What follows belongs to an exercise in optimizing a design on an open flow for small area; a production flow would make more cautious choices. Only simulation tests tie the RTL to the original design; equivalence was not proved. Power figures rest on the tool's default switching activity, not on a simulated workload.

==> design/flow/run.sh <==
#!/bin/bash
# synth_recipe.tcl (not shown) runs the flow's synth.tcl, then flattens the netlist and writes it again
# the make line also repeats each setting of config.mk as NAME=value (left out here)
make -C /OpenROAD-flow-scripts/flow DESIGN_CONFIG=/design/flow/config.mk WORK_HOME=/design/flow/orfs CLKGATE_MAP_FILE= SYNTH_SCRIPT=/design/flow/synth_recipe.tcl finish
==> design/flow/config.mk <==
export PLATFORM = sky130hd
export DESIGN_NAME = ArbTop
export DESIGN_NICKNAME = ArbTop
export VERILOG_FILES = /design/flow/design.v
export SDC_FILE = /design/flow/constraint.sdc
export NUM_CORES = 4
export LEC_CHECK = 0
export CAP_MARGIN = 20
export CORE_MARGIN = 2
export CORE_UTILIZATION = 40
export SLEW_MARGIN = 20
==> design/flow/constraint.sdc <==
create_clock -name core_clock -period 6.0 [get_ports {CLK}]
set_input_delay 1.2000 -clock core_clock [delete_from_list [all_inputs] [get_ports {CLK}]]
set_output_delay 1.2000 -clock core_clock [all_outputs]
set_load 0.01 [all_outputs]
==> design/flow/design.v <==
module RstGen(
    input           clk,
    input           asrst_n,
    output wire     srst_n
);
reg  asrst_n_d1, asrst_n_d2;
always @(posedge clk or negedge asrst_n) begin
    if (!asrst_n) begin
        asrst_n_d1 <= 1'b0;
        asrst_n_d2 <= 1'b0;
    end
    else begin
        asrst_n_d1 <= asrst_n;
        asrst_n_d2 <= asrst_n_d1;
    end
end
assign srst_n = asrst_n_d2;
endmodule
module RoundRobinArbiter(
    input wire clk,
    input wire asrst,            
    input wire en,
    input wire [2:0] req_vld,
    output reg [2:0] o_grant
);
reg [2:0] last_grant;            
always @(*) begin
    if (en)
        case (last_grant)
            'b001: begin
                if      (req_vld[1]) o_grant = 3'b010;
                else if (req_vld[2]) o_grant = 3'b100;
                else if (req_vld[0]) o_grant = 3'b001;
                else                 o_grant = 3'b000;
            end
            'b010: begin
                if      (req_vld[2]) o_grant = 3'b100;
                else if (req_vld[0]) o_grant = 3'b001;
                else if (req_vld[1]) o_grant = 3'b010;
                else                 o_grant = 3'b000;
            end
            'b100: begin
                if      (req_vld[0]) o_grant = 3'b001;
                else if (req_vld[1]) o_grant = 3'b010;
                else if (req_vld[2]) o_grant = 3'b100;
                else                 o_grant = 3'b000;
            end
            default: o_grant <= 3'b000;
        endcase
    else
        o_grant <= 3'b000;
end
always @(posedge clk or posedge asrst) begin
    if (asrst) last_grant <= 'b100;
    else if (en && (| req_vld)) begin
        last_grant <= o_grant;
    end
end
endmodule
module SyncFIFO #(
    parameter DEPTH = 192,
    parameter WIDTH = 8
)(
    input                           clk,
    input                           asrst,   
    input                           wren,    
    input           [WIDTH-1:0]     wrdata,  
    output   wire                   full,    
    input                           rden,    
    output   reg    [WIDTH-1:0]     rddata,  
    output   wire                   empty    
);
localparam ADDR_WIDTH = $clog2(DEPTH);       
reg  [WIDTH-1:0] mem [0:DEPTH-1];            
reg  [ADDR_WIDTH-1:0] wrptr;                 
reg  [ADDR_WIDTH-1:0] rdptr;
reg  [ADDR_WIDTH:0] cnt;                     
always @(posedge clk or posedge asrst) begin
    if (asrst) begin
        rdptr  <= 'd0;
        rddata <= 'd0;
    end 
    else if (rden && !empty) begin
        rddata <= mem[rdptr];
        if (rdptr < DEPTH - 1) 
            rdptr <= rdptr + 'd1;
        else rdptr <= 'd0;
    end
end
always @(posedge clk or posedge asrst) begin
    if (asrst) begin
        wrptr <= 'd0;
    end 
    else if (wren && !full) begin
        mem[wrptr] <= wrdata;
        if (wrptr < DEPTH - 1) 
            wrptr <= wrptr + 'd1;
        else wrptr <= 'd0;
    end
end
always @(posedge clk or posedge asrst) begin
    if (asrst) 
        cnt <= 'd0;
    else if ((wren && !full) && !(rden && !empty))
        cnt <= cnt + 'd1;
    else if (!(wren && !full) && (rden && !empty))
        cnt <= cnt - 'd1;
end
assign full = (cnt == DEPTH);
assign empty = (cnt == 0);
endmodule
module SyncFIFO_Bypass #(
    parameter   DEPTH = 8,
    parameter   WIDTH = 64
)(
    input                       CLK,
    input                       Reset,       
    input                       i_WrEn,      
    input       [WIDTH-1:0]     i_WrData,    
    output wire                 o_Valid,     
    output wire [WIDTH-1:0]     o_Data,
    input                       i_Grant,
    output wire                 o_Grant
);
wire                    fifo_wren, fifo_rden;
wire                    fifo_empty;
wire  [WIDTH-1:0]       fifo_wrdata, fifo_rddata;
reg   [WIDTH-1:0]       i_WrData_reg;        
reg                     i_Grant_reg;         
reg                     fifo_empty_reg;      
always @(posedge CLK) begin
    i_WrData_reg <= i_WrData;
    i_Grant_reg  <= i_Grant;
    fifo_empty_reg <= fifo_empty;
end
assign o_Valid = i_Grant_reg;
assign fifo_wren = (i_WrEn && i_Grant && fifo_empty) ? 0 : i_WrEn;
assign fifo_wrdata = i_WrData;
assign fifo_rden = i_Grant;
assign o_Grant = fifo_empty ? i_WrEn : 1;
assign o_Data  = (i_Grant_reg && fifo_empty_reg) ? i_WrData_reg : fifo_rddata;
SyncFIFO #(
    .DEPTH      ( DEPTH         ),
    .WIDTH      ( WIDTH         )
)u_SyncFIFO(
    .clk        ( CLK           ),
    .asrst      ( Reset         ),
    .wren       ( fifo_wren     ),
    .wrdata     ( fifo_wrdata   ),
    .full       (               ),
    .rden       ( fifo_rden     ),
    .rddata     ( fifo_rddata   ),
    .empty      ( fifo_empty    )
);
endmodule
module PassC #(
    parameter WIDTH = 8
)(
    input                       CLK,
    input                       Reset,       
    input                       i_WrEn,      
    input       [WIDTH-1:0]     i_WrData,    
    output reg                  o_Valid,     
    output reg  [WIDTH-1:0]     o_Data,
    input                       i_Grant,
    output wire                 o_Grant
);
assign o_Grant = i_WrEn;
always @(posedge CLK or posedge Reset) begin
    if (Reset)
        o_Valid <= 'd0;
    else
        o_Valid <= i_Grant;
end
always @(posedge CLK or posedge Reset) begin
    if (Reset)
        o_Data  <= 'd0;
    else if (i_Grant)
        o_Data  <= i_WrData;
end
endmodule
module ArbTop #(
    parameter   FIFO_DEPTH = 8,
    parameter   WIDTH = 64
)(
    input                       CLK,
    input                       ASynReset_N,
    input                       i_DataValid_A, i_DataValid_B, i_DataValid_C,
    input       [WIDTH-1:0]     i_DataIn_A,    i_DataIn_B,    i_DataIn_C,
    input                       i_DataGrant_D,
    output wire                 o_DataValid_D,
    output wire [WIDTH-1:0]     o_DataOut_D,
    output wire                 o_DataGrant_A, o_DataGrant_B, o_DataGrant_C
);
wire                SynReset_N;
wire  [2:0]         arb_req, arb_grant;
wire                PassA_DataVld, PassB_DataVld, PassC_DataVld;
wire  [WIDTH-1:0]   PassA_Data,    PassB_Data,    PassC_Data;
assign {o_DataGrant_C, o_DataGrant_B, o_DataGrant_A} = arb_grant;
assign o_DataValid_D = (PassA_DataVld || PassB_DataVld || PassC_DataVld);
assign o_DataOut_D = PassA_DataVld ? PassA_Data :
                     PassB_DataVld ? PassB_Data :
                     PassC_DataVld ? PassC_Data :
                     0;
RstGen u_RstGen(
    .clk        ( CLK           ),
    .asrst_n    ( ASynReset_N   ),
    .srst_n     ( SynReset_N    )
);
RoundRobinArbiter u_RoundRobinArbiter(
    .clk        ( CLK           ),
    .asrst      ( ~SynReset_N   ),
    .en         ( i_DataGrant_D ),
    .req_vld    ( arb_req       ),
    .o_grant    ( arb_grant     )
);
SyncFIFO_Bypass #(
    .DEPTH      ( FIFO_DEPTH    ),
    .WIDTH      ( WIDTH         )
) u_PassA (
    .CLK        ( CLK           ),
    .Reset      ( ~SynReset_N   ),
    .i_Grant    ( arb_grant[0]  ),
    .i_WrEn     ( i_DataValid_A ),
    .i_WrData   ( i_DataIn_A    ),
    .o_Grant    ( arb_req[0]    ),
    .o_Valid    ( PassA_DataVld ),
    .o_Data     ( PassA_Data    )
);
SyncFIFO_Bypass #(
    .DEPTH      ( FIFO_DEPTH    ),
    .WIDTH      ( WIDTH         )
) u_PassB (
    .CLK        ( CLK           ),
    .Reset      ( ~SynReset_N   ),
    .i_Grant    ( arb_grant[1]  ),
    .i_WrEn     ( i_DataValid_B ),
    .i_WrData   ( i_DataIn_B    ),
    .o_Grant    ( arb_req[1]    ),
    .o_Valid    ( PassB_DataVld ),
    .o_Data     ( PassB_Data    )
);
PassC #(
    .WIDTH      ( WIDTH         )
)u_PassC (
    .CLK        ( CLK           ),
    .Reset      ( ~SynReset_N   ),
    .i_Grant    ( arb_grant[2]  ),
    .i_WrEn     ( i_DataValid_C ),
    .i_WrData   ( i_DataIn_C    ),
    .o_Grant    ( arb_req[2]    ),
    .o_Valid    ( PassC_DataVld ),
    .o_Data     ( PassC_Data    )
);
endmodule
==> run summary <==
[path summary, 6_finish.rpt]
| check | from | endpoint | slack [ns] | cells after the start |
|---|---|---|---|---|
| max | u_PassA.u_SyncFIFO.cnt[3] | o_DataGrant_B | 1.10 | 5 |
| min | u_RstGen.asrst_n_d2 | u_PassB.u_SyncFIFO.rddata[18] | 0.25 | 0 |
| max reg2reg | u_PassA.u_SyncFIFO.cnt[3] | u_PassB.u_SyncFIFO.cnt[3] | 2.04 | 11 |
| min reg2reg | u_RstGen.asrst_n_d2 | u_PassB.u_SyncFIFO.rddata[18] | 0.25 | 0 |
| max in group asynchronous | u_RstGen.asrst_n_d2 | u_PassA.u_SyncFIFO.rddata[50] | 4.04 | 2 |
| min in group core_clock | u_RstGen.asrst_n_d1 | u_RstGen.asrst_n_d2 | 0.35 | 0 |
[routing by layer]
metal,wire [um],global-route usage (%),share of wire (%),up-vias
met3,10100,4.44,7.1,203
met1,62900,29.9,44,14870
li1,-,-,-,12650
met5,78,0,0.055,-
met4,3110,6.25,2.2,12
met2,66000,33.0,46,1061
[cells in the final DEF, fill, tap and decap left out, drive strengths merged, types with 19 or more instances in the layout]
master	Yosys	final
nand2	72	72
clkinv	0	38
nor2	74	74
o211ai	23	23
buf	42	70
mux2	381	381
clkbuf	160	206
a222oi	86	86
dfrtp	217	217
a221oi	89	89
a21oi	115	115
a221o	57	57
inv	40	50
dfxtp	132	132
a22o	105	105
ha	28	28
edfxtp	1024	1024
clkdlybuf4s50	0	265
mux2i	70	70
a211o	19	19
a22oi	103	103
a31oi	41	41
[critical path, delay by kind of cell, from the launching register on]
kind	cells	cell delay, ns
AO/OA/AOI/OAI	1	0.39
buffers and inverters	1	0.62
flip-flops	1	0.69
AND/OR/NAND/NOR	3	1.28
[cells by family after synthesis]
kind of cell,count (synthesis),synth area share [%]
fa+ha+maj,30,0.753
buf+inv,242,2.01
simple gates,210,1.85
mux,451,9.81
xor+xnor,10,0.169
compound gates,680,10.5
flops,1374,74.9
[stage by stage]
step / power, uW / hold slack (ns) / util, % / instances / area, um2
finish: 22000 / 0.252 / 47.7 / 5146 / 61600
global route: 22700 / 0.292 / 47.7 / 5145 / 61600
CTS: 22200 / 0.279 / 47.6 / 5137 / 61500
detailed placement: 13300 / 0.272 / 44.0 / 4872 / 56800
global placement: 13300 / 0.272 / 44.0 / 4871 / 56800
floorplan: 12400 / 0.331 / - / 2997 / 52000
[layout make-up]
| class | instances | share of cell area, % |
|---|---|---|
| Sequential cell | 1374 | 63.1 |
| Multi-Input combinational cell | 1381 | 19.9 |
| Clock buffer | 206 | 6.61 |
| Timing Repair Buffer | 335 | 5.51 |
| Tap cell | 1742 | 3.54 |
| Clock inverter | 59 | 1.06 |
| Inverter | 40 | 0.244 |
| Antenna cell | 9 | 0.0366 |
[power by group through the flow]
| stage | clock network (uW) | logic (uW) | registers, uW |
|---|---|---|---|
| floorplan | 0 | 968 | 11400 |
| global placement | 0 | 1790 | 11500 |
| detailed placement | 0 | 1800 | 11500 |
| CTS | 9030 | 1810 | 11400 |
| global route | 9400 | 1920 | 11400 |
| finish | 8880 | 1780 | 11400 |
==> out/summary.txt <==
total CTS buffers - 142
clock buffer depth - 3
largest net degree at the start of global routing - 118
most instantiated cells after synthesis - 1024 x edfxtp_1, 346 x mux2_2, 217 x dfrtp_1
Max VDD drop - 0.269 mV
Total Neg Setup Slack - 0 ns
Seq/Total Area, Yosys - 74.9%
top flop regs - u_PassA.u_SyncFIFO.mem x512, u_PassB.u_SyncFIFO.mem x512
startpoint types - flip-flop
Max Slew Vio Count - 0
FILL cells - 11.0k
Sequential Power Share - 51.6%
Initial Util - 40.1%
GRT Overall Usage - 21.2%
Power per Cell Area - 358 nW/um2
Syn Area/Cell - 17.3 um2
Routed Wire Length - 142000 um
routability cong. - 0.842
Worst Skew - 0.0197 ns
fmax - 204 MHz
Ports - 266
area of the multi-input gates - 12200 um2
pre-CTS WS - 1.21 ns
hold-fix buffers at CTS - 0
Mapped Cells - 2997
#FFs+latches synth - 1374
sequential cell area - 38900 um2
Via density - 5.60
worst path arrival time - 3.70 ns
Max-slew headroom - 24.3%
Primary FF master, synth - edfxtp_1
Clock transition at path regs - 0.06 ns
GRT overflow - 0
# Max-Cap Violations - 0
worst path required time - 4.80 ns
Final period util - 81.6%
P_sw - 5140 uW
EDFF count, synth - 1024
clock root buffer - clkbuf_16
initial drt markers - 3176
switching share of power - 23.3%
CP Capture Type - output port
top post-synthesis cells by area - edfxtp_1 59%, dfrtp_1 10%, mux2_2 7.5%
synthesis warning total - 6
final net count - 3502
hold crit path type - reg2async
DIE HEIGHT - 364 um
Routed Antenna Nets - 0
TritonCTS Sinks - 1374
RSZ-0062 raised after global routing - false
status - finished clean
CP max-delay cell - or4_1
worst setup margin - 1.10 ns
Final Hold Vio Count - 0
CTS HTree Levels - 4
area leader, netlist - edfxtp_1
first-pass GRT wire length - 204000 um
Setup-failing EPs final - 0
Syn Nets - 3225
row count - 132
via count - 28.8k
initial antenna violation count - 25
Layout area overhead - 18.7%
CTS tree - done
core area - 129000 um2
synthesized area - 51900 um2
die extent in x - 364 um
post-CTS setup buffer count - 0
CTS resizes - 0
Residual DRC - 0
share of layout cells above drive strength 1 - 20.8%
top-count cell post-synth - edfxtp_1
crit-path cells - or4_1 -> a2111oi_4 -> nor2_1 -> nor3_1 -> clkdlybuf4s50_1
Power Internal - 16900 uW
share of the synthesized area in the top cell type - 59.3%
critical path fanouts, max - 14
Tmin final - 4.90 ns
Pre-antenna DRT Iters - 9
crit path kind - reg2out
DR WL/cell - 27.6 um
worst slew pin tran - 1.14 ns
Skew-Pair Late Insertion Delay - 0.75 ns
DIE AREA - 133000 um2
Netlist cell types - 65
Clock power frac - 40.3%
vias in the first global route - 29.2k
leakage - 0.0217 uW
Synth async-reset ratio - 15.9%
dpl hpwl - 84800 um
largest stage delay on the critical path - 0.79 ns
PortBufs - 265
Gate power share - 8.1%

==> static timing again, ports no longer ideal <==
In the flow no input, the clock included, has a driving cell. The finished layout below was timed again as built, in two steps.
Step 1 (the two cells are an assumption about what drives the block):
set clk [get_ports {CLK}]
set_driving_cell -lib_cell sky130_fd_sc_hd__clkbuf_16 $clk
set_driving_cell -lib_cell sky130_fd_sc_hd__buf_2 [delete_from_list [all_inputs] $clk]
Step 2 moves the port delays by t, midway between the first and last clock arrival at a register: inputs arrive t later, outputs are due t later. That takes back most of the time a late clock gives input paths.
a / b / c = ideal / step 1 / step 2; a / b = the first two.
t, ns: 0.812
setup slack, ns: 1.102 / 1.024 / 1.099
hold slack, ns: 0.252 / 0.252 / 0.252
worst setup path at the end: input to output
latest minus earliest clock arrival (ns): 0.023 / 0.024
After both steps setup and hold are still met in this run. The setup slack of this run moves by -0.078 ns with the drivers and by -0.003 ns with both steps.
